Source: an optimization exercise on an open RTL-to-GDS flow (aim: small area and a short achievable clock period). Production flows keep margins and buffers that such runs may drop. Function was checked by simulation only, so behaviour that the tests miss may differ from the original. No activity file was given, so power comes from the tool's default toggle rates.

==> flow/design.v (outline; a module is shown in full before it is edited, if it fits) <==
// module fa: 10 lines
// module sel16: 9 lines
// module sel1: 9 lines
// module og1: 7 lines
// module ha: 9 lines
// module sel1s: 10 lines
// module FIR: 7428 lines
module FIR (
	input  wire        rst_n,
	input  wire        CLK,
	input  wire [15:0] sample_in,
	input  wire        En_FIR,
	output wire [31:0] sample_out
);
  // ...
==> flow/flow/run.sh <==
#!/bin/bash
# Own flow: the standard layout (standard.sh, unchanged synthesis), with
# timing repair aimed below the achieved period instead of the 24 ns clock,
# port buffers of a plain buffer cell, and a clock tree with larger sink
# clusters.  Each tool's output goes to its own log in this folder.
set -euo pipefail
export SETUP_SLACK_MARGIN=14.05
export BUFFER_PORTS_ARGS="-buffer_cell sky130_fd_sc_hd__buf_4"
export CTS_ARGS="-sink_clustering_enable -repair_clock_nets -buf_list {sky130_fd_sc_hd__clkbuf_2 sky130_fd_sc_hd__clkbuf_4} -sink_clustering_size 8 -sink_clustering_max_diameter 35 -dont_use_dummy_load"
bash standard.sh synth      > synth.log 2>&1
bash standard.sh floorplan  > floorplan.log 2>&1
bash standard.sh place      > place.log 2>&1
bash standard.sh cts        > cts.log 2>&1
bash standard.sh route      > route.log 2>&1
bash standard.sh finish     > finish.log 2>&1
==> flow/standard.sh <==
#!/bin/bash
# synth_recipe.tcl (not shown) runs the flow's synth.tcl, then flattens the netlist and writes it again
# the make line also repeats each setting of config.mk as NAME=value (left out here)
make -C /OpenROAD-flow-scripts/flow DESIGN_CONFIG=/design/flow/config.mk WORK_HOME=/design/flow/orfs CLKGATE_MAP_FILE= SYNTH_SCRIPT=/design/flow/synth_recipe.tcl "${@:-finish}"
==> flow/config.mk <==
export PLATFORM = sky130hd
export DESIGN_NAME = FIR
export DESIGN_NICKNAME = FIR
export VERILOG_FILES = /design/flow/design.v
export SDC_FILE = /design/flow/constraint.sdc
export NUM_CORES = 8
export LEC_CHECK = 0
export CAP_MARGIN = 20
export CORE_MARGIN = 2
export CORE_UTILIZATION = 55
export PLACE_DENSITY = 0.7
export SLEW_MARGIN = 20
export SYNTH_HIERARCHICAL = 1
==> flow/constraint.sdc <==
create_clock -name core_clock -period 24.0 [get_ports {CLK}]
set_input_delay 4.8000 -clock core_clock [delete_from_list [all_inputs] [get_ports {CLK}]]
set_output_delay 4.8000 -clock core_clock [all_outputs]
set_load 0.01 [all_outputs]
==> metrics.cfg, run 1 <==
[synthesis]
synth_top_area_share_pct=49.3
synth_area_mm2=0.0731
synth_edf_count=0
ys_types=39
avgSynthCellArea_um2=15.5
synth_simple_gate_area_share_pct=0.786
synth_seq_cells=1121

[hold_path]
hold_depth=1
min_path_type=reg2reg
hold_path_startpoint=x10[2]

[worst_setup_path]
crit_end=sample_out[15]
path_class=in2out
r2r-end=qa[22]
required_ns=19.20
crit_family=buffers and inverters

[sta]
fin_crit_sh_pct=41.7
finalWorstSetupSlack_ns=14.00

[cells_and_area]
area_share_nonclk_buffers_pct=1.44
fin_area_mm2=0.0785
final_common_cell=fa_1
sh_seq_area_pct=28.6
multi_input_area_share_pct=63.8
final_cells=6791
nMultiInputCombCells=3302
design.seq.count=1121

[floorplanning]
rows=133

[power]
pg_comb_mw=1.96
powerClk_mw=1.01
ir_worst_vdd_uv=164
seq-power_mw=1.93
combPwrFrac_pct=40.0

[global_routing]
grt_pass1_wl_mm=366
antenna_found_initial=8
gr-usage-met3_pct=8.78

[place]
placed_area_mm2=0.0760
dp.cells=6564

[clocking]
cts_made_buffers=194
hold_buffers=0
cts_sinks=1121

[routing]
num_vias=43900
drc=0
ant_nets=0
routedWlPerCell_um=38.8

[status]
status=no timing/DRC/antenna violations

==> inputs of run 2 (changes only) <==
--- a/flow/design.v
+++ b/flow/design.v
@@ -4051,31 +4051,19 @@
 wire ws3857;
 wire wc3858;
 wire ws3859;
 wire wc3860;
 wire ws3861;
 wire wc3862;
 wire ws3863;
 wire wc3864;
-wire ws3865;
-wire wc3866;
-wire ws3867;
-wire wc3868;
-wire ws3869;
-wire wc3870;
-wire ws3871;
-wire wc3872;
-wire ws3873;
-wire wc3874;
-wire ws3875;
-wire wc3876;
 wire [31:0] na, nb;
-assign na = {wc3874, wc3872, wc3864, wc3850, wc3826, wc3790, wc3744, ~wc3686, wc3628, ws3627, wc3464, ws3463, ~wc3296, wc3190, wc3080, ws3079, ~ws2957, ~wc2744, ~ws2743, wc2520, ~wc2440, wc2348, ~wc2266, ~ws2265, ~ws2175, ws2115, ws2053, ~ws2009, ws1963, ~ws1939, ws1913, ~ws1033};
-assign nb = {wc3876, ws3875, ws3871, ws3863, ws3849, ws3825, ws3789, ws3743, ws3689, 1'b0, ws3547, 1'b0, ws3373, ~ws3295, ws3189, 1'b0, ws2959, ~ws2863, 1'b0, ~ws2631, ws2519, ~ws2439, ws2347, 1'b0, ws2177, ~ws2117, ~ws2057, ws2011, ~ws1967, 1'b0, ~ws1915, ws1901};
+assign na = {wc3864, wc3862, wc3854, wc3840, ws3839, ~wc3782, wc3738, ~ws3735, ~wc3626, wc3548, wc3464, ws3463, ~wc3296, wc3190, wc3080, ws3079, ~ws2957, ~wc2744, ~ws2743, wc2520, ~wc2440, wc2348, ~wc2266, ~ws2265, ~ws2175, ws2115, ws2053, ~ws2009, ws1963, ~ws1939, ws1913, ~ws1033};
+assign nb = {1'b0, ws3863, ws3861, ws3853, 1'b0, ws3815, ~ws3781, ws3737, ws3685, ~ws3625, ws3547, 1'b0, ws3373, ~ws3295, ws3189, 1'b0, ws2959, ~ws2863, 1'b0, ~ws2631, ws2519, ~ws2439, ws2347, 1'b0, ws2177, ~ws2117, ~ws2057, ws2011, ~ws1967, 1'b0, ~ws1915, ws1901};
 ha u_ws1 (.a(x0[0]), .b(x64[0]), .s(ws1), .co(wc2));
 fa u_ws3 (.a(x0[1]), .b(x64[1]), .c(wc2), .s(ws3), .co(wc4));
 fa u_ws5 (.a(x0[2]), .b(x64[2]), .c(wc4), .s(ws5), .co(wc6));
 fa u_ws7 (.a(x0[3]), .b(x64[3]), .c(wc6), .s(ws7), .co(wc8));
 fa u_ws9 (.a(x0[4]), .b(x64[4]), .c(wc8), .s(ws9), .co(wc10));
 fa u_ws11 (.a(x0[5]), .b(x64[5]), .c(wc10), .s(ws11), .co(wc12));
 ha u_ws13 (.a(x0[6]), .b(x64[6]), .s(ws13), .co(wc14));
 fa u_ws15 (.a(x0[7]), .b(x64[7]), .c(wc14), .s(ws15), .co(wc16));
@@ -5798,222 +5786,216 @@
 fa u_ws3449 (.a(wc1476), .b(wc3358), .c(ws3445), .s(ws3449), .co(wc3450));
 fa u_ws3451 (.a(wc3356), .b(ws3443), .c(wc1478), .s(ws3451), .co(wc3452));
 fa u_ws3453 (.a(wc3360), .b(ws3447), .c(ws3449), .s(ws3453), .co(wc3454));
 fa u_ws3455 (.a(~wc3362), .b(ws3451), .c(wc3364), .s(ws3455), .co(wc3456));
 fa u_ws3457 (.a(ws3453), .b(ws1457), .c(wc3366), .s(ws3457), .co(wc3458));
 fa u_ws3459 (.a(wc3368), .b(ws3455), .c(wc1480), .s(ws3459), .co(wc3460));
 fa u_ws3461 (.a(~ws3457), .b(wc3370), .c(ws3459), .s(ws3461), .co(wc3462));
 fa u_ws3463 (.a(wc3372), .b(~ws3461), .c(wc3374), .s(ws3463), .co(wc3464));
-fa u_ws3465 (.a(wc1686), .b(ws1677), .c(wc1004), .s(ws3465), .co(wc3466));
-fa u_ws3467 (.a(ws313), .b(wc1672), .c(ws187), .s(ws3467), .co(wc3468));
-fa u_ws3469 (.a(ws251), .b(wc1006), .c(wc1674), .s(ws3469), .co(wc3470));
-fa u_ws3471 (.a(ws3465), .b(ws465), .c(wc3378), .s(ws3471), .co(wc3472));
-fa u_ws3473 (.a(wc3376), .b(ws3467), .c(wc160), .s(ws3473), .co(wc3474));
-fa u_ws3475 (.a(ws3469), .b(wc3380), .c(ws3471), .s(ws3475), .co(wc3476));
-fa u_ws3477 (.a(wc288), .b(ws383), .c(ws1603), .s(ws3477), .co(wc3478));
-fa u_ws3479 (.a(ws3473), .b(ws373), .c(ws405), .s(ws3479), .co(wc3480));
-fa u_ws3481 (.a(wc1676), .b(wc1008), .c(wc3382), .s(ws3481), .co(wc3482));
-fa u_ws3483 (.a(wc3384), .b(ws1559), .c(wc312), .s(ws3483), .co(wc3484));
-fa u_ws3485 (.a(ws1891), .b(ws501), .c(ws3475), .s(ws3485), .co(wc3486));
-fa u_ws3487 (.a(wc3386), .b(wc3390), .c(wc3392), .s(ws3487), .co(wc3488));
-fa u_ws3489 (.a(ws3477), .b(wc3388), .c(ws3479), .s(ws3489), .co(wc3490));
-fa u_ws3491 (.a(ws3481), .b(ws3485), .c(wc650), .s(ws3491), .co(wc3492));
-fa u_ws3493 (.a(wc3394), .b(ws3483), .c(ws3489), .s(ws3493), .co(wc3494));
-fa u_ws3495 (.a(wc3396), .b(wc1588), .c(ws1743), .s(ws3495), .co(wc3496));
-fa u_ws3497 (.a(ws1589), .b(wc3398), .c(ws3487), .s(ws3497), .co(wc3498));
-fa u_ws3499 (.a(wc1010), .b(ws1017), .c(wc3402), .s(ws3499), .co(wc3500));
-fa u_ws3501 (.a(wc3400), .b(wc3404), .c(ws3493), .s(ws3501), .co(wc3502));
-fa u_ws3503 (.a(ws3491), .b(wc1748), .c(wc3406), .s(ws3503), .co(wc3504));
-fa u_ws3505 (.a(ws3495), .b(ws1547), .c(ws3497), .s(ws3505), .co(wc3506));
-fa u_ws3507 (.a(ws655), .b(ws3499), .c(wc3408), .s(ws3507), .co(wc3508));
-fa u_ws3509 (.a(wc3412), .b(wc3414), .c(ws3503), .s(ws3509), .co(wc3510));
-fa u_ws3511 (.a(wc3410), .b(ws3501), .c(wc3416), .s(ws3511), .co(wc3512));
-fa u_ws3513 (.a(ws3505), .b(wc1012), .c(wc1600), .s(ws3513), .co(wc3514));
-fa u_ws3515 (.a(ws1887), .b(wc3420), .c(ws605), .s(ws3515), .co(wc3516));
-fa u_ws3517 (.a(wc3418), .b(ws3507), .c(wc1602), .s(ws3517), .co(wc3518));
-fa u_ws3519 (.a(wc3422), .b(ws3509), .c(wc3426), .s(ws3519), .co(wc3520));
-fa u_ws3521 (.a(wc3424), .b(wc3428), .c(ws3511), .s(ws3521), .co(wc3522));
-fa u_ws3523 (.a(ws3513), .b(wc3430), .c(ws3517), .s(ws3523), .co(wc3524));
-fa u_ws3525 (.a(wc3432), .b(ws3515), .c(wc3436), .s(ws3525), .co(wc3526));
-fa u_ws3527 (.a(wc3434), .b(ws3519), .c(wc652), .s(ws3527), .co(wc3528));
-fa u_ws3529 (.a(ws3521), .b(wc3440), .c(ws3525), .s(ws3529), .co(wc3530));
-fa u_ws3531 (.a(wc3438), .b(ws3523), .c(wc3442), .s(ws3531), .co(wc3532));
-fa u_ws3533 (.a(wc654), .b(ws3527), .c(wc3446), .s(ws3533), .co(wc3534));
-fa u_ws3535 (.a(ws3531), .b(wc3448), .c(ws1501), .s(ws3535), .co(wc3536));
-fa u_ws3537 (.a(wc3444), .b(ws3529), .c(wc3452), .s(ws3537), .co(wc3538));
-fa u_ws3539 (.a(ws3533), .b(wc3450), .c(ws3535), .s(ws3539), .co(wc3540));
-fa u_ws3541 (.a(wc3454), .b(~ws3537), .c(ws3539), .s(ws3541), .co(wc3542));
-fa u_ws3543 (.a(ws1479), .b(wc3458), .c(ws3541), .s(ws3543), .co(wc3544));
+fa u_ws3465 (.a(wc1686), .b(ws313), .c(wc1672), .s(ws3465), .co(wc3466));
+fa u_ws3467 (.a(ws1677), .b(wc1004), .c(ws251), .s(ws3467), .co(wc3468));
+fa u_ws3469 (.a(ws187), .b(wc3376), .c(ws3465), .s(ws3469), .co(wc3470));
+fa u_ws3471 (.a(wc1006), .b(wc1674), .c(ws3467), .s(ws3471), .co(wc3472));
+fa u_ws3473 (.a(ws465), .b(wc3378), .c(ws3471), .s(ws3473), .co(wc3474));
+fa u_ws3475 (.a(ws3469), .b(wc160), .c(wc288), .s(ws3475), .co(wc3476));
+fa u_ws3477 (.a(ws383), .b(ws1603), .c(ws373), .s(ws3477), .co(wc3478));
+fa u_ws3479 (.a(wc3380), .b(wc1676), .c(wc1008), .s(ws3479), .co(wc3480));
+fa u_ws3481 (.a(ws405), .b(wc3384), .c(ws3475), .s(ws3481), .co(wc3482));
+fa u_ws3483 (.a(wc3382), .b(ws3473), .c(ws1891), .s(ws3483), .co(wc3484));
+fa u_ws3485 (.a(ws501), .b(wc3386), .c(wc3390), .s(ws3485), .co(wc3486));
+fa u_ws3487 (.a(ws1559), .b(wc312), .c(wc3388), .s(ws3487), .co(wc3488));
+fa u_ws3489 (.a(wc3392), .b(ws3479), .c(ws3483), .s(ws3489), .co(wc3490));
+fa u_ws3491 (.a(ws3477), .b(ws3481), .c(wc3394), .s(ws3491), .co(wc3492));
+fa u_ws3493 (.a(wc650), .b(wc3396), .c(wc1588), .s(ws3493), .co(wc3494));
+fa u_ws3495 (.a(ws3485), .b(ws1743), .c(ws1589), .s(ws3495), .co(wc3496));
+fa u_ws3497 (.a(wc3398), .b(wc1010), .c(ws1017), .s(ws3497), .co(wc3498));
+fa u_ws3499 (.a(ws3487), .b(wc3400), .c(ws3491), .s(ws3499), .co(wc3500));
+fa u_ws3501 (.a(ws3489), .b(wc3402), .c(wc1748), .s(ws3501), .co(wc3502));
+fa u_ws3503 (.a(wc3406), .b(ws3493), .c(ws3495), .s(ws3503), .co(wc3504));
+fa u_ws3505 (.a(ws1547), .b(ws3497), .c(ws655), .s(ws3505), .co(wc3506));
+fa u_ws3507 (.a(wc3404), .b(ws3499), .c(wc3410), .s(ws3507), .co(wc3508));
+fa u_ws3509 (.a(wc3408), .b(wc3412), .c(ws3501), .s(ws3509), .co(wc3510));
+fa u_ws3511 (.a(wc3414), .b(ws3503), .c(wc1012), .s(ws3511), .co(wc3512));
+fa u_ws3513 (.a(ws3505), .b(wc1600), .c(wc3418), .s(ws3513), .co(wc3514));
+fa u_ws3515 (.a(wc3416), .b(ws1887), .c(wc3420), .s(ws3515), .co(wc3516));
+fa u_ws3517 (.a(ws605), .b(ws3507), .c(wc3424), .s(ws3517), .co(wc3518));
+fa u_ws3519 (.a(wc1602), .b(wc3422), .c(ws3509), .s(ws3519), .co(wc3520));
+fa u_ws3521 (.a(wc3426), .b(ws3511), .c(wc3430), .s(ws3521), .co(wc3522));
+fa u_ws3523 (.a(wc3428), .b(wc3432), .c(ws3515), .s(ws3523), .co(wc3524));
+fa u_ws3525 (.a(ws3513), .b(wc3434), .c(ws3519), .s(ws3525), .co(wc3526));
+fa u_ws3527 (.a(ws3517), .b(wc3436), .c(ws3523), .s(ws3527), .co(wc3528));
+fa u_ws3529 (.a(wc652), .b(wc3438), .c(ws3521), .s(ws3529), .co(wc3530));
+fa u_ws3531 (.a(wc3442), .b(ws3525), .c(wc654), .s(ws3531), .co(wc3532));
+fa u_ws3533 (.a(wc3440), .b(ws3527), .c(wc3444), .s(ws3533), .co(wc3534));
+fa u_ws3535 (.a(wc3446), .b(ws3529), .c(ws3531), .s(ws3535), .co(wc3536));
+fa u_ws3537 (.a(wc3448), .b(ws1501), .c(wc3450), .s(ws3537), .co(wc3538));
+fa u_ws3539 (.a(ws3533), .b(~ws3535), .c(wc3452), .s(ws3539), .co(wc3540));
+fa u_ws3541 (.a(wc3454), .b(ws3537), .c(~ws3539), .s(ws3541), .co(wc3542));
+fa u_ws3543 (.a(ws1479), .b(ws3541), .c(wc3458), .s(ws3543), .co(wc3544));
 fa u_ws3545 (.a(wc3456), .b(wc3460), .c(~ws3543), .s(ws3545), .co(wc3546));
 ha u_ws3547 (.a(~wc3462), .b(~ws3545), .s(ws3547), .co(wc3548));
-fa u_ws3549 (.a(wc1686), .b(ws1679), .c(wc3466), .s(ws3549), .co(wc3550));
-fa u_ws3551 (.a(ws315), .b(wc1460), .c(ws189), .s(ws3551), .co(wc3552));
-fa u_ws3553 (.a(ws253), .b(wc3470), .c(ws3549), .s(ws3553), .co(wc3554));
-fa u_ws3555 (.a(wc3468), .b(ws3551), .c(wc384), .s(ws3555), .co(wc3556));
-fa u_ws3557 (.a(ws467), .b(wc604), .c(ws547), .s(ws3557), .co(wc3558));
-fa u_ws3559 (.a(wc3472), .b(ws3553), .c(ws1889), .s(ws3559), .co(wc3560));
-fa u_ws3561 (.a(wc1462), .b(wc3474), .c(ws3555), .s(ws3561), .co(wc3562));
-fa u_ws3563 (.a(wc1882), .b(ws3557), .c(wc3476), .s(ws3563), .co(wc3564));
-fa u_ws3565 (.a(wc1464), .b(ws1605), .c(wc3478), .s(ws3565), .co(wc3566));
-fa u_ws3567 (.a(ws1893), .b(ws3559), .c(wc3482), .s(ws3567), .co(wc3568));
-fa u_ws3569 (.a(ws1561), .b(ws375), .c(ws407), .s(ws3569), .co(wc3570));
-fa u_ws3571 (.a(wc3480), .b(ws3561), .c(wc1466), .s(ws3571), .co(wc3572));
-fa u_ws3573 (.a(ws503), .b(wc1884), .c(wc3486), .s(ws3573), .co(wc3574));
-fa u_ws3575 (.a(ws3563), .b(wc3488), .c(ws3567), .s(ws3575), .co(wc3576));
-fa u_ws3577 (.a(wc3484), .b(ws3565), .c(wc3490), .s(ws3577), .co(wc3578));
-fa u_ws3579 (.a(wc1468), .b(ws3573), .c(ws1745), .s(ws3579), .co(wc3580));
-fa u_ws3581 (.a(ws3569), .b(ws3571), .c(wc1886), .s(ws3581), .co(wc3582));
-fa u_ws3583 (.a(ws1593), .b(ws1025), .c(wc3492), .s(ws3583), .co(wc3584));
-fa u_ws3585 (.a(wc3496), .b(ws3575), .c(wc3498), .s(ws3585), .co(wc3586));
-fa u_ws3587 (.a(wc1470), .b(ws3579), .c(ws1551), .s(ws3587), .co(wc3588));
-fa u_ws3589 (.a(ws3577), .b(wc3494), .c(ws3581), .s(ws3589), .co(wc3590));
-fa u_ws3591 (.a(wc3500), .b(ws3583), .c(wc3504), .s(ws3591), .co(wc3592));
-fa u_ws3593 (.a(wc3502), .b(wc1472), .c(wc1888), .s(ws3593), .co(wc3594));
-fa u_ws3595 (.a(wc3506), .b(ws3585), .c(ws659), .s(ws3595), .co(wc3596));
-fa u_ws3597 (.a(ws3587), .b(wc3508), .c(wc3510), .s(ws3597), .co(wc3598));
-fa u_ws3599 (.a(wc606), .b(ws3589), .c(ws3593), .s(ws3599), .co(wc3600));
-fa u_ws3601 (.a(ws3591), .b(ws3595), .c(wc3514), .s(ws3601), .co(wc3602));
-fa u_ws3603 (.a(wc3512), .b(wc1474), .c(wc3516), .s(ws3603), .co(wc3604));
-fa u_ws3605 (.a(wc3518), .b(ws3597), .c(wc3520), .s(ws3605), .co(wc3606));
-fa u_ws3607 (.a(ws3599), .b(wc3522), .c(ws3603), .s(ws3607), .co(wc3608));
-fa u_ws3609 (.a(ws3601), .b(wc3524), .c(ws3605), .s(ws3609), .co(wc3610));
-fa u_ws3611 (.a(ws1489), .b(wc1476), .c(wc3526), .s(ws3611), .co(wc3612));
-fa u_ws3613 (.a(wc3528), .b(wc3532), .c(wc1478), .s(ws3613), .co(wc3614));
-fa u_ws3615 (.a(ws3607), .b(wc3530), .c(ws3611), .s(ws3615), .co(wc3616));
-fa u_ws3617 (.a(ws3609), .b(wc3534), .c(ws1511), .s(ws3617), .co(wc3618));
-fa u_ws3619 (.a(wc3536), .b(ws3613), .c(~ws3615), .s(ws3619), .co(wc3620));
-fa u_ws3621 (.a(wc3540), .b(ws3617), .c(ws3619), .s(ws3621), .co(wc3622));
-fa u_ws3623 (.a(wc1480), .b(wc3542), .c(ws3621), .s(ws3623), .co(wc3624));
-fa u_ws3625 (.a(~wc3538), .b(wc3544), .c(ws3623), .s(ws3625), .co(wc3626));
-fa u_ws3627 (.a(~wc3546), .b(ws3625), .c(wc3548), .s(ws3627), .co(wc3628));
-fa u_ws3629 (.a(~wc1686), .b(ws377), .c(ws409), .s(ws3629), .co(wc3630));
-fa u_ws3631 (.a(ws3629), .b(ws317), .c(~ws1681), .s(ws3631), .co(wc3632));
-fa u_ws3633 (.a(wc3550), .b(ws191), .c(wc548), .s(ws3633), .co(wc3634));
-fa u_ws3635 (.a(ws255), .b(wc3552), .c(ws3631), .s(ws3635), .co(wc3636));
-fa u_ws3637 (.a(wc3554), .b(ws469), .c(wc3558), .s(ws3637), .co(wc3638));
-fa u_ws3639 (.a(wc3556), .b(ws3635), .c(wc1606), .s(ws3639), .co(wc3640));
-fa u_ws3641 (.a(ws3633), .b(ws1891), .c(wc3560), .s(ws3641), .co(wc3642));
-fa u_ws3643 (.a(wc1562), .b(wc376), .c(wc408), .s(ws3643), .co(wc3644));
-fa u_ws3645 (.a(wc3562), .b(ws3639), .c(wc3566), .s(ws3645), .co(wc3646));
-fa u_ws3647 (.a(ws3637), .b(ws1895), .c(wc3564), .s(ws3647), .co(wc3648));
-fa u_ws3649 (.a(ws3641), .b(wc3568), .c(ws505), .s(ws3649), .co(wc3650));
-fa u_ws3651 (.a(wc3570), .b(ws3643), .c(wc3572), .s(ws3651), .co(wc3652));
-fa u_ws3653 (.a(wc3574), .b(ws3647), .c(wc3576), .s(ws3653), .co(wc3654));
-fa u_ws3655 (.a(ws3645), .b(wc3578), .c(ws3651), .s(ws3655), .co(wc3656));
-fa u_ws3657 (.a(ws1747), .b(ws3649), .c(wc3580), .s(ws3657), .co(wc3658));
-fa u_ws3659 (.a(ws1597), .b(ws1029), .c(wc3584), .s(ws3659), .co(wc3660));
-fa u_ws3661 (.a(ws3653), .b(wc3586), .c(ws1555), .s(ws3661), .co(wc3662));
-fa u_ws3663 (.a(wc3582), .b(ws3655), .c(wc3590), .s(ws3663), .co(wc3664));
-fa u_ws3665 (.a(ws3657), .b(wc3588), .c(ws3659), .s(ws3665), .co(wc3666));
-fa u_ws3667 (.a(wc3592), .b(ws3661), .c(ws663), .s(ws3667), .co(wc3668));
-fa u_ws3669 (.a(wc3596), .b(ws3665), .c(wc3598), .s(ws3669), .co(wc3670));
-fa u_ws3671 (.a(wc3594), .b(ws3663), .c(wc3600), .s(ws3671), .co(wc3672));
-fa u_ws3673 (.a(ws3667), .b(wc3602), .c(ws3669), .s(ws3673), .co(wc3674));
-fa u_ws3675 (.a(wc3604), .b(ws3671), .c(wc3608), .s(ws3675), .co(wc3676));
-fa u_ws3677 (.a(wc3606), .b(ws3673), .c(wc3610), .s(ws3677), .co(wc3678));
-fa u_ws3679 (.a(ws1501), .b(wc3612), .c(ws3675), .s(ws3679), .co(wc3680));
-fa u_ws3681 (.a(wc3614), .b(ws3677), .c(~wc3616), .s(ws3681), .co(wc3682));
-fa u_ws3683 (.a(wc3618), .b(wc3620), .c(ws3681), .s(ws3683), .co(wc3684));
-fa u_ws3685 (.a(ws3679), .b(ws1517), .c(~wc3622), .s(ws3685), .co(wc3686));
-fa u_ws3687 (.a(ws3683), .b(wc3624), .c(~ws3685), .s(ws3687), .co(wc3688));
-ha u_ws3689 (.a(wc3626), .b(ws3687), .s(ws3689), .co(wc3690));
-fa u_ws3691 (.a(ws379), .b(ws411), .c(wc3630), .s(ws3691), .co(wc3692));
-fa u_ws3693 (.a(wc1686), .b(wc192), .c(ws319), .s(ws3693), .co(wc3694));
-fa u_ws3695 (.a(ws3691), .b(wc256), .c(wc3632), .s(ws3695), .co(wc3696));
-fa u_ws3697 (.a(ws1683), .b(ws3693), .c(wc3634), .s(ws3697), .co(wc3698));
-fa u_ws3699 (.a(wc288), .b(ws1557), .c(wc3636), .s(ws3699), .co(wc3700));
-fa u_ws3701 (.a(ws3695), .b(ws3699), .c(wc3640), .s(ws3701), .co(wc3702));
-fa u_ws3703 (.a(ws1893), .b(ws471), .c(wc1896), .s(ws3703), .co(wc3704));
-fa u_ws3705 (.a(wc3638), .b(ws3697), .c(wc3642), .s(ws3705), .co(wc3706));
-fa u_ws3707 (.a(wc3644), .b(ws3701), .c(wc3646), .s(ws3707), .co(wc3708));
-fa u_ws3709 (.a(wc506), .b(ws507), .c(ws3703), .s(ws3709), .co(wc3710));
-fa u_ws3711 (.a(wc3648), .b(ws3705), .c(wc1748), .s(ws3711), .co(wc3712));
-fa u_ws3713 (.a(wc1554), .b(wc3652), .c(ws3707), .s(ws3713), .co(wc3714));
-fa u_ws3715 (.a(wc3650), .b(ws3709), .c(ws3711), .s(ws3715), .co(wc3716));
-fa u_ws3717 (.a(wc3654), .b(wc1556), .c(wc3658), .s(ws3717), .co(wc3718));
-fa u_ws3719 (.a(wc1514), .b(wc3656), .c(ws1031), .s(ws3719), .co(wc3720));
-fa u_ws3721 (.a(wc3660), .b(ws3715), .c(ws1601), .s(ws3721), .co(wc3722));
-fa u_ws3723 (.a(ws3713), .b(ws3719), .c(wc3664), .s(ws3723), .co(wc3724));
-fa u_ws3725 (.a(wc3662), .b(ws3717), .c(wc3666), .s(ws3725), .co(wc3726));
-fa u_ws3727 (.a(ws3721), .b(ws667), .c(wc3668), .s(ws3727), .co(wc3728));
-fa u_ws3729 (.a(ws3725), .b(ws1519), .c(wc3670), .s(ws3729), .co(wc3730));
-fa u_ws3731 (.a(ws3723), .b(wc1516), .c(wc3672), .s(ws3731), .co(wc3732));
-fa u_ws3733 (.a(ws3727), .b(wc3674), .c(ws3729), .s(ws3733), .co(wc3734));
-fa u_ws3735 (.a(ws3731), .b(wc3676), .c(ws1511), .s(ws3735), .co(wc3736));
-fa u_ws3737 (.a(ws3733), .b(wc3678), .c(wc3682), .s(ws3737), .co(wc3738));
-fa u_ws3739 (.a(wc3680), .b(wc1518), .c(ws3735), .s(ws3739), .co(wc3740));
-fa u_ws3741 (.a(~ws3739), .b(wc3684), .c(ws3737), .s(ws3741), .co(wc3742));
-fa u_ws3743 (.a(ws3741), .b(wc3688), .c(wc3690), .s(ws3743), .co(wc3744));
-fa u_ws3745 (.a(wc1686), .b(~ws1685), .c(ws473), .s(ws3745), .co(wc3746));
-fa u_ws3747 (.a(ws381), .b(ws413), .c(wc3692), .s(ws3747), .co(wc3748));
-fa u_ws3749 (.a(ws3745), .b(wc320), .c(wc1684), .s(ws3749), .co(wc3750));
-fa u_ws3751 (.a(ws3747), .b(wc416), .c(ws1603), .s(ws3751), .co(wc3752));
-fa u_ws3753 (.a(wc3694), .b(ws3749), .c(ws1559), .s(ws3753), .co(wc3754));
-fa u_ws3755 (.a(wc3696), .b(ws3751), .c(wc3700), .s(ws3755), .co(wc3756));
-fa u_ws3757 (.a(wc472), .b(wc3698), .c(ws1895), .s(ws3757), .co(wc3758));
-fa u_ws3759 (.a(ws3753), .b(wc3704), .c(ws3757), .s(ws3759), .co(wc3760));
-fa u_ws3761 (.a(wc3706), .b(ws509), .c(wc3710), .s(ws3761), .co(wc3762));
-fa u_ws3763 (.a(ws3755), .b(wc3702), .c(wc3708), .s(ws3763), .co(wc3764));
-fa u_ws3765 (.a(ws3759), .b(wc3712), .c(ws3761), .s(ws3765), .co(wc3766));
-fa u_ws3767 (.a(wc1600), .b(wc3716), .c(wc1602), .s(ws3767), .co(wc3768));
-fa u_ws3769 (.a(wc1032), .b(wc3714), .c(ws3763), .s(ws3769), .co(wc3770));
-fa u_ws3771 (.a(wc666), .b(wc3720), .c(ws3769), .s(ws3771), .co(wc3772));
-fa u_ws3773 (.a(ws513), .b(ws3765), .c(wc3718), .s(ws3773), .co(wc3774));
-fa u_ws3775 (.a(ws3767), .b(wc3722), .c(wc668), .s(ws3775), .co(wc3776));
-fa u_ws3777 (.a(ws3773), .b(wc1520), .c(wc3726), .s(ws3777), .co(wc3778));
-fa u_ws3779 (.a(wc3728), .b(ws3775), .c(ws3777), .s(ws3779), .co(wc3780));
-fa u_ws3781 (.a(ws3771), .b(wc3724), .c(wc3732), .s(ws3781), .co(wc3782));
-fa u_ws3783 (.a(wc3730), .b(ws3779), .c(wc3734), .s(ws3783), .co(wc3784));
-fa u_ws3785 (.a(~ws3781), .b(ws3783), .c(ws1517), .s(ws3785), .co(wc3786));
-fa u_ws3787 (.a(wc3736), .b(wc3740), .c(~ws3785), .s(ws3787), .co(wc3788));
-fa u_ws3789 (.a(wc3738), .b(~ws3787), .c(wc3742), .s(ws3789), .co(wc3790));
-fa u_ws3791 (.a(wc1686), .b(wc1686), .c(~ws475), .s(ws3791), .co(wc3792));
-fa u_ws3793 (.a(wc3746), .b(ws383), .c(ws415), .s(ws3793), .co(wc3794));
-fa u_ws3795 (.a(ws3791), .b(wc3748), .c(ws1605), .s(ws3795), .co(wc3796));
-fa u_ws3797 (.a(wc3750), .b(ws3793), .c(ws1561), .s(ws3797), .co(wc3798));
-fa u_ws3799 (.a(wc3752), .b(~wc1896), .c(ws3795), .s(ws3799), .co(wc3800));
-fa u_ws3801 (.a(wc3754), .b(ws3797), .c(wc3758), .s(ws3801), .co(wc3802));
-fa u_ws3803 (.a(wc3756), .b(ws3799), .c(~ws3801), .s(ws3803), .co(wc3804));
-fa u_ws3805 (.a(wc3760), .b(ws511), .c(wc3762), .s(ws3805), .co(wc3806));
-fa u_ws3807 (.a(wc1514), .b(wc3766), .c(ws3805), .s(ws3807), .co(wc3808));
-fa u_ws3809 (.a(ws3803), .b(wc3764), .c(wc3770), .s(ws3809), .co(wc3810));
-fa u_ws3811 (.a(ws669), .b(wc3768), .c(ws3807), .s(ws3811), .co(wc3812));
-fa u_ws3813 (.a(wc3774), .b(wc3776), .c(ws3811), .s(ws3813), .co(wc3814));
-fa u_ws3815 (.a(wc3772), .b(ws3809), .c(ws1519), .s(ws3815), .co(wc3816));
-fa u_ws3817 (.a(wc1516), .b(wc3778), .c(ws3813), .s(ws3817), .co(wc3818));
-fa u_ws3819 (.a(~ws3815), .b(wc3780), .c(ws3817), .s(ws3819), .co(wc3820));
-fa u_ws3821 (.a(wc3784), .b(ws3819), .c(wc1518), .s(ws3821), .co(wc3822));
-fa u_ws3823 (.a(~wc3782), .b(wc3786), .c(ws3821), .s(ws3823), .co(wc3824));
-ha u_ws3825 (.a(~wc3788), .b(ws3823), .s(ws3825), .co(wc3826));
-fa u_ws3827 (.a(ws477), .b(wc384), .c(wc416), .s(ws3827), .co(wc3828));
-fa u_ws3829 (.a(~wc3792), .b(wc3794), .c(ws3827), .s(ws3829), .co(wc3830));
-fa u_ws3831 (.a(~wc1606), .b(wc1562), .c(ws3829), .s(ws3831), .co(wc3832));
-fa u_ws3833 (.a(~wc3796), .b(wc3798), .c(ws3831), .s(ws3833), .co(wc3834));
-fa u_ws3835 (.a(~wc3800), .b(wc3802), .c(ws3833), .s(ws3835), .co(wc3836));
-fa u_ws3837 (.a(ws3835), .b(ws513), .c(wc3806), .s(ws3837), .co(wc3838));
-fa u_ws3839 (.a(wc3808), .b(ws3837), .c(ws671), .s(ws3839), .co(wc3840));
-fa u_ws3841 (.a(wc3804), .b(wc3810), .c(wc1520), .s(ws3841), .co(wc3842));
-fa u_ws3843 (.a(wc3812), .b(ws3839), .c(wc3814), .s(ws3843), .co(wc3844));
-fa u_ws3845 (.a(ws3841), .b(wc3816), .c(~wc3818), .s(ws3845), .co(wc3846));
-fa u_ws3847 (.a(ws3843), .b(wc3820), .c(~ws3845), .s(ws3847), .co(wc3848));
-fa u_ws3849 (.a(ws3847), .b(wc3822), .c(wc3824), .s(ws3849), .co(wc3850));
-fa u_ws3851 (.a(ws479), .b(~ws515), .c(wc3828), .s(ws3851), .co(wc3852));
-fa u_ws3853 (.a(wc3830), .b(ws3851), .c(wc3832), .s(ws3853), .co(wc3854));
-fa u_ws3855 (.a(ws3853), .b(wc3834), .c(wc3836), .s(ws3855), .co(wc3856));
-fa u_ws3857 (.a(wc514), .b(ws3855), .c(wc3838), .s(ws3857), .co(wc3858));
-fa u_ws3859 (.a(wc672), .b(ws3857), .c(wc3840), .s(ws3859), .co(wc3860));
-fa u_ws3861 (.a(~wc3842), .b(ws3859), .c(wc3844), .s(ws3861), .co(wc3862));
-fa u_ws3863 (.a(~wc3846), .b(ws3861), .c(wc3848), .s(ws3863), .co(wc3864));
-fa u_ws3865 (.a(wc480), .b(ws479), .c(wc516), .s(ws3865), .co(wc3866));
-fa u_ws3867 (.a(~ws3865), .b(wc3852), .c(wc3854), .s(ws3867), .co(wc3868));
-fa u_ws3869 (.a(ws3867), .b(wc3856), .c(wc3858), .s(ws3869), .co(wc3870));
-fa u_ws3871 (.a(ws3869), .b(wc3860), .c(wc3862), .s(ws3871), .co(wc3872));
-fa u_ws3873 (.a(1'b1), .b(~wc3866), .c(wc3868), .s(ws3873), .co(wc3874));
-ha u_ws3875 (.a(ws3873), .b(wc3870), .s(ws3875), .co(wc3876));
+fa u_ws3549 (.a(ws315), .b(wc1460), .c(wc3466), .s(ws3549), .co(wc3550));
+fa u_ws3551 (.a(ws1679), .b(ws253), .c(wc3468), .s(ws3551), .co(wc3552));
+fa u_ws3553 (.a(ws189), .b(wc3470), .c(ws3549), .s(ws3553), .co(wc3554));
+fa u_ws3555 (.a(wc3472), .b(ws3551), .c(ws467), .s(ws3555), .co(wc3556));
+fa u_ws3557 (.a(wc384), .b(wc1462), .c(ws3553), .s(ws3557), .co(wc3558));
+fa u_ws3559 (.a(wc604), .b(ws547), .c(ws1889), .s(ws3559), .co(wc3560));
+fa u_ws3561 (.a(wc3476), .b(wc1464), .c(ws1605), .s(ws3561), .co(wc3562));
+fa u_ws3563 (.a(wc3474), .b(wc1882), .c(ws3555), .s(ws3563), .co(wc3564));
+fa u_ws3565 (.a(ws3557), .b(ws1561), .c(ws375), .s(ws3565), .co(wc3566));
+fa u_ws3567 (.a(ws1893), .b(ws3559), .c(wc3480), .s(ws3567), .co(wc3568));
+fa u_ws3569 (.a(ws407), .b(wc3478), .c(wc3482), .s(ws3569), .co(wc3570));
+fa u_ws3571 (.a(wc3484), .b(ws503), .c(wc1884), .s(ws3571), .co(wc3572));
+fa u_ws3573 (.a(wc1466), .b(~ws3563), .c(ws3561), .s(ws3573), .co(wc3574));
+fa u_ws3575 (.a(wc3486), .b(ws3567), .c(wc3490), .s(ws3575), .co(wc3576));
+fa u_ws3577 (.a(wc3488), .b(ws3565), .c(ws3569), .s(ws3577), .co(wc3578));
+fa u_ws3579 (.a(ws3571), .b(wc1468), .c(ws1745), .s(ws3579), .co(wc3580));
+fa u_ws3581 (.a(ws3573), .b(wc3492), .c(wc1886), .s(ws3581), .co(wc3582));
+fa u_ws3583 (.a(ws1593), .b(ws1025), .c(wc3494), .s(ws3583), .co(wc3584));
+fa u_ws3585 (.a(wc3496), .b(wc3498), .c(ws3575), .s(ws3585), .co(wc3586));
+fa u_ws3587 (.a(ws3577), .b(wc3500), .c(ws3581), .s(ws3587), .co(wc3588));
+fa u_ws3589 (.a(wc1470), .b(ws3579), .c(ws1551), .s(ws3589), .co(wc3590));
+fa u_ws3591 (.a(wc3502), .b(ws3583), .c(wc3504), .s(ws3591), .co(wc3592));
+fa u_ws3593 (.a(ws3585), .b(ws659), .c(wc3506), .s(ws3593), .co(wc3594));
+fa u_ws3595 (.a(wc1472), .b(wc1888), .c(wc606), .s(ws3595), .co(wc3596));
+fa u_ws3597 (.a(ws3589), .b(wc3510), .c(ws3591), .s(ws3597), .co(wc3598));
+fa u_ws3599 (.a(wc3508), .b(ws3587), .c(wc1474), .s(ws3599), .co(wc3600));
+fa u_ws3601 (.a(wc3512), .b(ws3593), .c(wc3514), .s(ws3601), .co(wc3602));
+fa u_ws3603 (.a(wc3516), .b(ws3595), .c(wc3518), .s(ws3603), .co(wc3604));
+fa u_ws3605 (.a(wc3520), .b(ws3597), .c(wc3522), .s(ws3605), .co(wc3606));
+fa u_ws3607 (.a(ws3599), .b(wc3524), .c(ws1489), .s(ws3607), .co(wc3608));
+fa u_ws3609 (.a(ws3601), .b(wc3526), .c(~ws3603), .s(ws3609), .co(wc3610));
+fa u_ws3611 (.a(wc1476), .b(wc3528), .c(ws3607), .s(ws3611), .co(wc3612));
+fa u_ws3613 (.a(wc3530), .b(ws3605), .c(wc3532), .s(ws3613), .co(wc3614));
+fa u_ws3615 (.a(ws3609), .b(wc1478), .c(wc3536), .s(ws3615), .co(wc3616));
+fa u_ws3617 (.a(wc3534), .b(ws3611), .c(~ws3613), .s(ws3617), .co(wc3618));
+fa u_ws3619 (.a(ws1511), .b(wc3538), .c(ws3615), .s(ws3619), .co(wc3620));
+fa u_ws3621 (.a(ws3619), .b(wc1480), .c(wc3542), .s(ws3621), .co(wc3622));
+fa u_ws3623 (.a(ws3617), .b(wc3540), .c(~ws3621), .s(ws3623), .co(wc3624));
+fa u_ws3625 (.a(~wc3544), .b(ws3623), .c(wc3546), .s(ws3625), .co(wc3626));
+fa u_ws3627 (.a(ws377), .b(ws409), .c(ws317), .s(ws3627), .co(wc3628));
+fa u_ws3629 (.a(ws1681), .b(ws191), .c(wc3552), .s(ws3629), .co(wc3630));
+fa u_ws3631 (.a(wc3550), .b(ws255), .c(ws3627), .s(ws3631), .co(wc3632));
+fa u_ws3633 (.a(wc548), .b(ws3629), .c(ws469), .s(ws3633), .co(wc3634));
+fa u_ws3635 (.a(wc3554), .b(ws3631), .c(wc1606), .s(ws3635), .co(wc3636));
+fa u_ws3637 (.a(wc3556), .b(ws1891), .c(wc3560), .s(ws3637), .co(wc3638));
+fa u_ws3639 (.a(wc3558), .b(wc1562), .c(wc376), .s(ws3639), .co(wc3640));
+fa u_ws3641 (.a(wc408), .b(ws3635), .c(wc3562), .s(ws3641), .co(wc3642));
+fa u_ws3643 (.a(wc3564), .b(ws3633), .c(ws1895), .s(ws3643), .co(wc3644));
+fa u_ws3645 (.a(ws3637), .b(wc3568), .c(ws505), .s(ws3645), .co(wc3646));
+fa u_ws3647 (.a(wc3566), .b(wc3570), .c(ws3639), .s(ws3647), .co(wc3648));
+fa u_ws3649 (.a(wc3572), .b(ws3643), .c(~wc3574), .s(ws3649), .co(wc3650));
+fa u_ws3651 (.a(ws3641), .b(wc3578), .c(ws3647), .s(ws3651), .co(wc3652));
+fa u_ws3653 (.a(ws1747), .b(wc3576), .c(ws3645), .s(ws3653), .co(wc3654));
+fa u_ws3655 (.a(ws3649), .b(wc3580), .c(ws1597), .s(ws3655), .co(wc3656));
+fa u_ws3657 (.a(ws1029), .b(wc3584), .c(wc3586), .s(ws3657), .co(wc3658));
+fa u_ws3659 (.a(ws3653), .b(ws1555), .c(ws3655), .s(ws3659), .co(wc3660));
+fa u_ws3661 (.a(wc3582), .b(ws3651), .c(wc3588), .s(ws3661), .co(wc3662));
+fa u_ws3663 (.a(wc3590), .b(wc3592), .c(ws3657), .s(ws3663), .co(wc3664));
+fa u_ws3665 (.a(ws663), .b(wc3594), .c(ws3659), .s(ws3665), .co(wc3666));
+fa u_ws3667 (.a(wc3598), .b(ws3663), .c(ws3665), .s(ws3667), .co(wc3668));
+fa u_ws3669 (.a(wc3596), .b(ws3661), .c(wc3600), .s(ws3669), .co(wc3670));
+fa u_ws3671 (.a(wc3602), .b(ws3667), .c(wc3606), .s(ws3671), .co(wc3672));
+fa u_ws3673 (.a(wc3604), .b(ws3669), .c(wc3608), .s(ws3673), .co(wc3674));
+fa u_ws3675 (.a(wc3610), .b(ws3671), .c(wc3614), .s(ws3675), .co(wc3676));
+fa u_ws3677 (.a(ws1501), .b(ws3673), .c(wc3612), .s(ws3677), .co(wc3678));
+fa u_ws3679 (.a(ws3677), .b(wc3618), .c(ws1517), .s(ws3679), .co(wc3680));
+fa u_ws3681 (.a(wc3616), .b(ws3675), .c(wc3620), .s(ws3681), .co(wc3682));
+fa u_ws3683 (.a(~ws3679), .b(ws3681), .c(wc3622), .s(ws3683), .co(wc3684));
+ha u_ws3685 (.a(~wc3624), .b(ws3683), .s(ws3685), .co(wc3686));
+fa u_ws3687 (.a(ws379), .b(ws411), .c(wc256), .s(ws3687), .co(wc3688));
+fa u_ws3689 (.a(wc192), .b(ws319), .c(ws1683), .s(ws3689), .co(wc3690));
+fa u_ws3691 (.a(wc3628), .b(wc288), .c(ws1557), .s(ws3691), .co(wc3692));
+fa u_ws3693 (.a(~wc3630), .b(ws3687), .c(wc3632), .s(ws3693), .co(wc3694));
+fa u_ws3695 (.a(ws3689), .b(ws1893), .c(ws471), .s(ws3695), .co(wc3696));
+fa u_ws3697 (.a(ws3691), .b(ws3693), .c(wc3636), .s(ws3697), .co(wc3698));
+fa u_ws3699 (.a(wc1896), .b(wc3634), .c(wc3638), .s(ws3699), .co(wc3700));
+fa u_ws3701 (.a(wc3640), .b(ws3697), .c(wc3642), .s(ws3701), .co(wc3702));
+fa u_ws3703 (.a(wc506), .b(ws507), .c(ws3695), .s(ws3703), .co(wc3704));
+fa u_ws3705 (.a(wc3644), .b(ws3699), .c(wc1748), .s(ws3705), .co(wc3706));
+fa u_ws3707 (.a(wc1554), .b(wc3648), .c(ws3701), .s(ws3707), .co(wc3708));
+fa u_ws3709 (.a(wc3646), .b(ws3703), .c(wc3650), .s(ws3709), .co(wc3710));
+fa u_ws3711 (.a(ws3705), .b(wc1556), .c(wc3654), .s(ws3711), .co(wc3712));
+fa u_ws3713 (.a(wc3652), .b(wc1514), .c(ws3707), .s(ws3713), .co(wc3714));
+fa u_ws3715 (.a(ws3709), .b(wc3656), .c(ws1601), .s(ws3715), .co(wc3716));
+fa u_ws3717 (.a(wc3658), .b(ws3711), .c(wc3660), .s(ws3717), .co(wc3718));
+fa u_ws3719 (.a(ws1031), .b(ws3713), .c(wc3662), .s(ws3719), .co(wc3720));
+fa u_ws3721 (.a(ws3715), .b(wc3664), .c(ws667), .s(ws3721), .co(wc3722));
+fa u_ws3723 (.a(wc3666), .b(ws3717), .c(ws1519), .s(ws3723), .co(wc3724));
+fa u_ws3725 (.a(ws3719), .b(wc1516), .c(wc3670), .s(ws3725), .co(wc3726));
+fa u_ws3727 (.a(ws3721), .b(wc3668), .c(ws3723), .s(ws3727), .co(wc3728));
+fa u_ws3729 (.a(ws3725), .b(wc3674), .c(ws1511), .s(ws3729), .co(wc3730));
+fa u_ws3731 (.a(wc3672), .b(ws3727), .c(wc3676), .s(ws3731), .co(wc3732));
+fa u_ws3733 (.a(wc3678), .b(wc1518), .c(ws3729), .s(ws3733), .co(wc3734));
+fa u_ws3735 (.a(~ws3731), .b(wc3680), .c(ws3733), .s(ws3735), .co(wc3736));
+fa u_ws3737 (.a(wc3682), .b(wc3684), .c(wc3686), .s(ws3737), .co(wc3738));
+fa u_ws3739 (.a(ws1685), .b(ws381), .c(ws413), .s(ws3739), .co(wc3740));
+fa u_ws3741 (.a(ws473), .b(wc320), .c(wc1684), .s(ws3741), .co(wc3742));
+fa u_ws3743 (.a(ws3739), .b(wc416), .c(ws1603), .s(ws3743), .co(wc3744));
+fa u_ws3745 (.a(wc3690), .b(ws3741), .c(ws1559), .s(ws3745), .co(wc3746));
+fa u_ws3747 (.a(wc3688), .b(ws3743), .c(wc3692), .s(ws3747), .co(wc3748));
+fa u_ws3749 (.a(wc472), .b(ws1895), .c(ws3745), .s(ws3749), .co(wc3750));
+fa u_ws3751 (.a(wc3694), .b(ws3747), .c(wc3698), .s(ws3751), .co(wc3752));
+fa u_ws3753 (.a(wc3696), .b(ws3749), .c(wc3700), .s(ws3753), .co(wc3754));
+fa u_ws3755 (.a(ws509), .b(wc3704), .c(ws3753), .s(ws3755), .co(wc3756));
+fa u_ws3757 (.a(ws3751), .b(wc3702), .c(wc3708), .s(ws3757), .co(wc3758));
+fa u_ws3759 (.a(wc3706), .b(wc3710), .c(wc1600), .s(ws3759), .co(wc3760));
+fa u_ws3761 (.a(wc1032), .b(wc666), .c(wc3714), .s(ws3761), .co(wc3762));
+fa u_ws3763 (.a(ws3755), .b(wc1602), .c(wc3712), .s(ws3763), .co(wc3764));
+fa u_ws3765 (.a(ws513), .b(ws3759), .c(wc3716), .s(ws3765), .co(wc3766));
+fa u_ws3767 (.a(ws3763), .b(wc668), .c(wc3718), .s(ws3767), .co(wc3768));
+fa u_ws3769 (.a(ws3757), .b(ws3761), .c(wc3720), .s(ws3769), .co(wc3770));
+fa u_ws3771 (.a(wc1520), .b(ws3765), .c(wc3722), .s(ws3771), .co(wc3772));
+fa u_ws3773 (.a(ws3767), .b(wc3724), .c(ws3771), .s(ws3773), .co(wc3774));
+fa u_ws3775 (.a(ws3769), .b(wc3726), .c(~wc3728), .s(ws3775), .co(wc3776));
+fa u_ws3777 (.a(ws3773), .b(~ws3775), .c(ws1517), .s(ws3777), .co(wc3778));
+fa u_ws3779 (.a(wc3730), .b(~wc3732), .c(wc3734), .s(ws3779), .co(wc3780));
+fa u_ws3781 (.a(~ws3777), .b(wc3736), .c(ws3779), .s(ws3781), .co(wc3782));
+fa u_ws3783 (.a(ws475), .b(ws383), .c(ws415), .s(ws3783), .co(wc3784));
+fa u_ws3785 (.a(wc1686), .b(wc3740), .c(ws1605), .s(ws3785), .co(wc3786));
+fa u_ws3787 (.a(wc3742), .b(ws3783), .c(ws1561), .s(ws3787), .co(wc3788));
+fa u_ws3789 (.a(wc3744), .b(ws3785), .c(wc3748), .s(ws3789), .co(wc3790));
+fa u_ws3791 (.a(wc1896), .b(wc3746), .c(ws3787), .s(ws3791), .co(wc3792));
+fa u_ws3793 (.a(wc3750), .b(ws3791), .c(wc3754), .s(ws3793), .co(wc3794));
+fa u_ws3795 (.a(ws3789), .b(wc3752), .c(~ws511), .s(ws3795), .co(wc3796));
+fa u_ws3797 (.a(wc1514), .b(wc3756), .c(ws3793), .s(ws3797), .co(wc3798));
+fa u_ws3799 (.a(wc3760), .b(ws3797), .c(ws669), .s(ws3799), .co(wc3800));
+fa u_ws3801 (.a(ws3795), .b(wc3758), .c(wc3762), .s(ws3801), .co(wc3802));
+fa u_ws3803 (.a(wc3764), .b(ws3799), .c(wc3766), .s(ws3803), .co(wc3804));
+fa u_ws3805 (.a(ws1519), .b(ws3801), .c(wc3770), .s(ws3805), .co(wc3806));
+fa u_ws3807 (.a(wc1516), .b(wc3768), .c(ws3803), .s(ws3807), .co(wc3808));
+fa u_ws3809 (.a(wc3772), .b(ws3807), .c(wc3774), .s(ws3809), .co(wc3810));
+fa u_ws3811 (.a(ws3805), .b(wc3776), .c(~ws3809), .s(ws3811), .co(wc3812));
+fa u_ws3813 (.a(wc1518), .b(~ws3811), .c(wc3778), .s(ws3813), .co(wc3814));
+ha u_ws3815 (.a(~wc3780), .b(ws3813), .s(ws3815), .co(wc3816));
+fa u_ws3817 (.a(ws477), .b(wc384), .c(wc416), .s(ws3817), .co(wc3818));
+fa u_ws3819 (.a(wc3784), .b(ws3817), .c(~wc1606), .s(ws3819), .co(wc3820));
+fa u_ws3821 (.a(wc1562), .b(ws3819), .c(~wc3786), .s(ws3821), .co(wc3822));
+fa u_ws3823 (.a(wc3788), .b(ws3821), .c(wc3792), .s(ws3823), .co(wc3824));
+fa u_ws3825 (.a(ws3823), .b(wc3794), .c(ws513), .s(ws3825), .co(wc3826));
+fa u_ws3827 (.a(wc3790), .b(wc3796), .c(~wc3798), .s(ws3827), .co(wc3828));
+fa u_ws3829 (.a(ws3825), .b(ws671), .c(wc3800), .s(ws3829), .co(wc3830));
+fa u_ws3831 (.a(ws3827), .b(wc1520), .c(wc3802), .s(ws3831), .co(wc3832));
+fa u_ws3833 (.a(ws3829), .b(wc3804), .c(~ws3831), .s(ws3833), .co(wc3834));
+fa u_ws3835 (.a(~wc3806), .b(wc3808), .c(ws3833), .s(ws3835), .co(wc3836));
+fa u_ws3837 (.a(wc3810), .b(ws3835), .c(~wc3812), .s(ws3837), .co(wc3838));
+fa u_ws3839 (.a(ws3837), .b(wc3814), .c(wc3816), .s(ws3839), .co(wc3840));
+fa u_ws3841 (.a(ws479), .b(ws515), .c(~wc3818), .s(ws3841), .co(wc3842));
+fa u_ws3843 (.a(~ws3841), .b(wc3820), .c(wc3822), .s(ws3843), .co(wc3844));
+fa u_ws3845 (.a(ws3843), .b(wc3824), .c(wc514), .s(ws3845), .co(wc3846));
+fa u_ws3847 (.a(wc3826), .b(ws3845), .c(wc672), .s(ws3847), .co(wc3848));
+fa u_ws3849 (.a(~wc3828), .b(ws3847), .c(wc3830), .s(ws3849), .co(wc3850));
+fa u_ws3851 (.a(~wc3832), .b(ws3849), .c(wc3834), .s(ws3851), .co(wc3852));
+fa u_ws3853 (.a(wc3836), .b(ws3851), .c(wc3838), .s(ws3853), .co(wc3854));
+fa u_ws3855 (.a(wc480), .b(wc516), .c(wc3842), .s(ws3855), .co(wc3856));
+fa u_ws3857 (.a(~ws3855), .b(wc3844), .c(wc3846), .s(ws3857), .co(wc3858));
+fa u_ws3859 (.a(ws3857), .b(wc3848), .c(wc3850), .s(ws3859), .co(wc3860));
+ha u_ws3861 (.a(ws3859), .b(wc3852), .s(ws3861), .co(wc3862));
+fa u_ws3863 (.a(~wc3856), .b(wc3858), .c(wc3860), .s(ws3863), .co(wc3864));
 always @(posedge CLK or negedge rst_n)
   if (!rst_n) flag <= 1'b0;
   else        flag <= 1'b1;
 wire sh = flag & En_FIR;     
 wire sk = flag & ~En_FIR;    
 sel1 u_sel0_0 (.s1(En_FIR), .s0(sk), .a(sample_in[0]), .b(x0[0]), .y(d0[0]));
 sel1 u_sel0_1 (.s1(En_FIR), .s0(sk), .a(sample_in[1]), .b(x0[1]), .y(d0[1]));
 sel1 u_sel0_2 (.s1(En_FIR), .s0(sk), .a(sample_in[2]), .b(x0[2]), .y(d0[2]));
@@ -7156,26 +7138,26 @@
 sel1 u_qa_13 (.s1(sh), .s0(sk), .a(na[13]), .b(qa[13]), .y(da[13]));
 sel1 u_qa_14 (.s1(sh), .s0(sk), .a(na[14]), .b(qa[14]), .y(da[14]));
 sel1 u_qa_15 (.s1(sh), .s0(sk), .a(na[15]), .b(qa[15]), .y(da[15]));
 sel1 u_qa_16 (.s1(sh), .s0(sk), .a(na[16]), .b(qa[16]), .y(da[16]));
 sel1 u_qa_17 (.s1(sh), .s0(sk), .a(na[17]), .b(qa[17]), .y(da[17]));
 sel1s u_qa_18 (.s1(sh), .s0(sk), .c(~flag), .a(na[18]), .b(qa[18]), .y(da[18]));
 sel1s u_qa_19 (.s1(sh), .s0(sk), .c(~flag), .a(na[19]), .b(qa[19]), .y(da[19]));
 sel1s u_qa_20 (.s1(sh), .s0(sk), .c(~flag), .a(na[20]), .b(qa[20]), .y(da[20]));
-sel1s u_qa_21 (.s1(sh), .s0(sk), .c(~flag), .a(na[21]), .b(qa[21]), .y(da[21]));
-sel1s u_qa_22 (.s1(sh), .s0(sk), .c(~flag), .a(na[22]), .b(qa[22]), .y(da[22]));
-sel1s u_qa_23 (.s1(sh), .s0(sk), .c(~flag), .a(na[23]), .b(qa[23]), .y(da[23]));
-sel1s u_qa_24 (.s1(sh), .s0(sk), .c(~flag), .a(na[24]), .b(qa[24]), .y(da[24]));
-sel1s u_qa_25 (.s1(sh), .s0(sk), .c(~flag), .a(na[25]), .b(qa[25]), .y(da[25]));
+sel1 u_qa_21 (.s1(sh), .s0(sk), .a(na[21]), .b(qa[21]), .y(da[21]));
+sel1 u_qa_22 (.s1(sh), .s0(sk), .a(na[22]), .b(qa[22]), .y(da[22]));
+sel1 u_qa_23 (.s1(sh), .s0(sk), .a(na[23]), .b(qa[23]), .y(da[23]));
+sel1 u_qa_24 (.s1(sh), .s0(sk), .a(na[24]), .b(qa[24]), .y(da[24]));
+sel1 u_qa_25 (.s1(sh), .s0(sk), .a(na[25]), .b(qa[25]), .y(da[25]));
 sel1s u_qa_26 (.s1(sh), .s0(sk), .c(~flag), .a(na[26]), .b(qa[26]), .y(da[26]));
 sel1s u_qa_27 (.s1(sh), .s0(sk), .c(~flag), .a(na[27]), .b(qa[27]), .y(da[27]));
-sel1s u_qa_28 (.s1(sh), .s0(sk), .c(~flag), .a(na[28]), .b(qa[28]), .y(da[28]));
+sel1 u_qa_28 (.s1(sh), .s0(sk), .a(na[28]), .b(qa[28]), .y(da[28]));
 sel1s u_qa_29 (.s1(sh), .s0(sk), .c(~flag), .a(na[29]), .b(qa[29]), .y(da[29]));
-sel1s u_qa_30 (.s1(sh), .s0(sk), .c(~flag), .a(na[30]), .b(qa[30]), .y(da[30]));
+sel1 u_qa_30 (.s1(sh), .s0(sk), .a(na[30]), .b(qa[30]), .y(da[30]));
 sel1s u_qa_31 (.s1(sh), .s0(sk), .c(~flag), .a(na[31]), .b(qa[31]), .y(da[31]));
 sel1 u_qb_0 (.s1(sh), .s0(sk), .a(nb[0]), .b(qb[0]), .y(db[0]));
 sel1 u_qb_1 (.s1(sh), .s0(sk), .a(nb[1]), .b(qb[1]), .y(db[1]));
 sel1 u_qb_2 (.s1(sh), .s0(sk), .a(nb[2]), .b(qb[2]), .y(db[2]));
 sel1 u_qb_3 (.s1(sh), .s0(sk), .a(nb[3]), .b(qb[3]), .y(db[3]));
 sel1 u_qb_4 (.s1(sh), .s0(sk), .a(nb[4]), .b(qb[4]), .y(db[4]));
 sel1 u_qb_5 (.s1(sh), .s0(sk), .a(nb[5]), .b(qb[5]), .y(db[5]));
 sel1 u_qb_6 (.s1(sh), .s0(sk), .a(nb[6]), .b(qb[6]), .y(db[6]));
@@ -7241,35 +7223,42 @@
 wire os18, oc18;
 fa u_of18 (.a(qa[18]), .b(qb[18]), .c(x0[15]), .s(os18), .co(oc18));
 wire [31:0] sum;
 wire hs19, hc19;
 ha u_oh19 (.a(qa[19]), .b(qb[19]), .s(hs19), .co(hc19));
 wire hs20, hc20;
 ha u_oh20 (.a(qa[20]), .b(qb[20]), .s(hs20), .co(hc20));
 wire hs21, hc21;
-ha u_oh21 (.a(qa[21]), .b(qb[21]), .s(hs21), .co(hc21));
+assign hs21 = ~(qa[21] ^ qb[21]);
+assign hc21 = qa[21] | qb[21];
 wire hs22, hc22;
-ha u_oh22 (.a(qa[22]), .b(qb[22]), .s(hs22), .co(hc22));
+assign hs22 = ~(qa[22] ^ qb[22]);
+assign hc22 = qa[22] | qb[22];
 wire hs23, hc23;
-ha u_oh23 (.a(qa[23]), .b(qb[23]), .s(hs23), .co(hc23));
+assign hs23 = ~(qa[23] ^ qb[23]);
+assign hc23 = qa[23] | qb[23];
 wire hs24, hc24;
-ha u_oh24 (.a(qa[24]), .b(qb[24]), .s(hs24), .co(hc24));
+assign hs24 = ~(qa[24] ^ qb[24]);
+assign hc24 = qa[24] | qb[24];
 wire hs25, hc25;
-ha u_oh25 (.a(qa[25]), .b(qb[25]), .s(hs25), .co(hc25));
+assign hs25 = ~(qa[25] ^ qb[25]);
+assign hc25 = qa[25] | qb[25];
 wire hs26, hc26;
 ha u_oh26 (.a(qa[26]), .b(qb[26]), .s(hs26), .co(hc26));
 wire hs27, hc27;
 ha u_oh27 (.a(qa[27]), .b(qb[27]), .s(hs27), .co(hc27));
 wire hs28, hc28;
-ha u_oh28 (.a(qa[28]), .b(qb[28]), .s(hs28), .co(hc28));
+assign hs28 = ~(qa[28] ^ qb[28]);
+assign hc28 = qa[28] | qb[28];
 wire hs29, hc29;
 ha u_oh29 (.a(qa[29]), .b(qb[29]), .s(hs29), .co(hc29));
 wire hs30, hc30;
-ha u_oh30 (.a(qa[30]), .b(qb[30]), .s(hs30), .co(hc30));
+assign hs30 = ~(qa[30] ^ qb[30]);
+assign hc30 = qa[30] | qb[30];
 wire hs31, hc31;
 ha u_oh31 (.a(qa[31]), .b(qb[31]), .s(hs31), .co(hc31));
 wire [31:0] pg_g, pg_p;
 ha u_pg0 (.a(qa[0]), .b(qb[0]), .s(pg_p[0]), .co(pg_g[0]));
 ha u_pg1 (.a(qa[1]), .b(qb[1]), .s(pg_p[1]), .co(pg_g[1]));
 ha u_pg2 (.a(qa[2]), .b(qb[2]), .s(pg_p[2]), .co(pg_g[2]));
 assign pg_g[3] = 1'b0; assign pg_p[3] = os3;
 ha u_pg4 (.a(os4), .b(oc3), .s(pg_p[4]), .co(pg_g[4]));
==> flow/flow/run.sh (replaced) <==
#!/bin/bash
# Own flow: the standard layout (standard.sh, unchanged synthesis), with
# timing repair aimed below the achieved period instead of the 24 ns clock,
# port buffers of a plain buffer cell, and a clock tree with larger sink
# clusters.  Each tool's output goes to its own log in this folder.
set -euo pipefail
export SETUP_SLACK_MARGIN=14.05
export BUFFER_PORTS_ARGS="-buffer_cell sky130_fd_sc_hd__buf_1"
export CTS_ARGS="-sink_clustering_enable -repair_clock_nets -buf_list sky130_fd_sc_hd__clkbuf_4 -sink_clustering_size 10 -sink_clustering_max_diameter 35 -dont_use_dummy_load"
bash standard.sh synth      > synth.log 2>&1
bash standard.sh floorplan  > floorplan.log 2>&1
bash standard.sh place      > place.log 2>&1
bash standard.sh cts        > cts.log 2>&1
bash standard.sh route      > route.log 2>&1
bash standard.sh finish     > finish.log 2>&1
==> metrics.cfg, run 2 <==
[place]
dp_hpwl_mm=225  ; was 227 mm
io_buffer_count=50  ; unchanged
gp_congestion=1.09  ; was 1.11

[sta]
finalHoldViolCount=0  ; unchanged
fin_crit_sh_pct=41.8  ; was 41.7%
maxSlewHeadroom_pct=17.4  ; was 18.3%
setup_viol=0  ; unchanged
fin_skew_ns=0.207  ; was 0.187 ns
post-route-min-period_ns=10.03  ; was 10.0 ns
worstMarginPinSlew_ns=1.24  ; was 1.23 ns
max_freq_ghz=0.0997  ; was 0.100 GHz
slew_violations=0  ; unchanged
finalSetupTns_ns=0  ; unchanged
rsz0062_at_grt=true  ; unchanged

[clocking]
cts_sinks=1121  ; unchanged
htree_levels=4  ; unchanged
cts_made_buffers=177  ; was 194
cts_tree=yes  ; unchanged
clkTransAtPathRegs_ns=0.07  ; was 0.09 ns
clockRootBuffer=clkbuf_4  ; unchanged
clk_latency_ns=1.26  ; was 1.22 ns
clockBufferDepth=3  ; unchanged
hold_buffers=0  ; unchanged

[routing]
ant_nets=0  ; unchanged
dr.pass1.iters=7  ; was 5
drtIter0Drc=4453  ; was 4,483
num_vias=43600  ; was 43,900
routedWlPerCell_um=38.3  ; was 38.8 um
drc=0  ; unchanged
routed_wl_mm=261  ; was 263 mm
viasPerCell=6.41  ; was 6.47

[cells_and_area]
drive_above_1_share_pct=7.73  ; was 10.2%
final_cell_mix=fa_1, dfxtp_1, a22o_1  ; unchanged
post-route-util_pct=59.2  ; was 59.6%
top_regs=qa (32), qb (32)  ; unchanged
final_nets=7072  ; was 7,065
fillers=10500  ; was 10,400
final_common_cell=fa_1  ; unchanged
areaGrowthSynthToFinish_pct=6.66  ; was 7.34%

[worst_setup_path]
critPathBufInv=2  ; unchanged
slowest_delay_ns=0.17  ; was 0.16 ns
ff2ff_path_depth=19  ; was 21
start_kind=input pin  ; unchanged
crit_top_cell=buf_6
critical_path.endpoint_type=primary output  ; unchanged
required_ns=19.20  ; about the same
r2r-end=qa[20]  ; was qa[22]
crit_arrival_ns=5.23  ; was 5.20 ns
r2r_slack_ns=14.17  ; was 14.09 ns
crit_fanout=6  ; was 7
path_class=in2out  ; unchanged
path_cells=buf_6 > and2_4 > buf_6  ; was buf_16 > and2_4 > buf_6
slowest_stage=and2_4  ; unchanged
crit_family=buffers and inverters  ; unchanged
timing.rr.start=x34[0]  ; was x31[6]
worstSetupStartpoint=En_FIR  ; unchanged

[global_routing]
grt_overflow=0  ; unchanged
grt.total_usage_pct=39.3  ; was 40.0%
grt_pass1_vias=47000  ; was 47,400
grt_pass1_wl_mm=360  ; was 366 mm
antenna_found_initial=7  ; was 8
grt_max_degree=254  ; was 241

[synthesis]
yosysSeqAreaShare_pct=30.7  ; about the same
ys_types=41  ; was 39
synth_edf_count=0  ; unchanged
yosysTopAreaCell=fa_1  ; unchanged
synth-async-reset-ratio_pct=0.0892  ; unchanged
syn_inst=4757  ; was 4,721
synth.top_cells.by_area=fa_1, dfxtp_1, a22o_1  ; unchanged
ys_warn_count=7  ; unchanged
synth_top_area_share_pct=49.1  ; was 49.3%
yosysMostFrequentCell=fa_1  ; unchanged
synth_ff_type=dfxtp_1  ; unchanged
synthTopCellsByCount=fa_1, dfxtp_1, a22o_1  ; unchanged
synth_area_mm2=0.0732  ; was 0.0731 mm2
synth_seq_cells=1121  ; unchanged
avgSynthCellArea_um2=15.4  ; was 15.5 um2

[power]
combPwrFrac_pct=40.5  ; was 40.0%
power.net_switching_mw=1.70  ; about the same
p_leak_nw=35.8  ; about the same
swShare_pct=35.1  ; was 34.8%
p_clk_share_pct=19.9  ; was 20.6%
powerDensity_mw_per_mm2=62.2  ; was 62.3 mW/mm2
p_int_mw=3.15  ; was 3.19 mW
p_total_mw=4.85  ; was 4.89 mW
ir_worst_vdd_uv=133  ; was 164 uV
pwr-share-seq_pct=39.6  ; was 39.4%

[hold_path]
min_delay_worst_endpoint=x43[11]  ; was x11[2]
hold_path_startpoint=x42[11]  ; was x10[2]
hold_depth=1  ; unchanged
min_path_type=reg2reg  ; unchanged

[floorplanning]
die_y_um=369  ; about the same
dieArea_mm2=0.136  ; about the same
rows=133  ; unchanged
die_w_um=369  ; about the same
io_pins=51  ; unchanged
start_util_pct=55.5  ; about the same
core_area_mm2=0.132  ; about the same

[flow_run]
cap_violations=0  ; unchanged

[status]
status=no timing/DRC/antenna violations  ; unchanged

run 2: worst max-delay path by stage:
stage	end	cells past startpoint	slack [ns]
finish	sample_out[5]	3	13.97
global placement	sample_out[0]	3	13.34
CTS	sample_out[0]	3	13.95
global route	sample_out[31]	15	13.96
detailed placement	sample_out[0]	3	13.28
floorplan	qa[18]	2	6.50
run 2: cell families after synthesis:
group / count (synthesis) / share of synthesized area, %
other: 2 / 0.0103
adders and majority gates: 2008 / 52.7
buffers and inverters: 339 / 1.74
and+or+nand+nor: 116 / 0.852
xor gates and xnor gates: 15 / 0.180
DFF: 1121 / 30.7
AOI/OAI and AO/OA: 1156 / 13.8
run 2: Yosys stat by module, one instance, submodules excluded:
module,cells inside,times used
FIR,1620,1
fa,1,1794
ha,1,191
sel1s,1,8
sel1,1,1112
og1,1,32
run 2: repair_timing:
item,CTS,global route
buffers inserted,2,14
resized for setup,39,171
cloned,3,2
pin swaps,7,41
endpoints found under the setup margin,37,41
run 2: final cells by class:
| class | instances | area (um2) | share of cell area, % |
|---|---|---|---|
| diodes | 10 | 25.0 | 0.0321 |
| clock buffers | 177 | 1330 | 1.70 |
| inverters | 337 | 1280 | 1.64 |
| multi-input cells | 3303 | 49800 | 63.8 |
| flip-flops and latches | 1121 | 22400 | 28.8 |
| well taps | 1755 | 2200 | 2.81 |
| repair buffers | 105 | 957 | 1.23 |
run 2: per-stage QoR:
step / std cells / hold WS (ns) / area [um2] / setup WS (ns)
floorplan: 4763 / 0.439 / 73200 / 6.50
global placement: 6598 / 0.452 / 75800 / 13.34
detailed placement: 6598 / 0.453 / 75800 / 13.28
CTS: 6780 / 0.394 / 77400 / 13.95
global route: 6805 / 0.418 / 78000 / 13.96
finish: 6808 / 0.401 / 78000 / 13.97
run 2: power groups by stage:
stage	clock, mW	combinational (mW)	sequential (mW)
global placement	0	1.92	1.97
detailed placement	0	1.96	1.97
floorplan	0	1.43	1.96
global route	1.07	2.28	1.93
CTS	0.995	1.98	1.92
finish	0.965	1.96	1.92
run 2: per-layer routing:
layer  wire, um  vias to the layer above  share of wire (%)  track usage [%]
met1      93000                    23600                 36             47.1
met2     121000                     2026                 46             60.9
met5         30                        -              0.012                0
li1           -                    17200                  -                -
met4      28100                        6                 11             33.5
met3      18500                      789                7.1             8.39
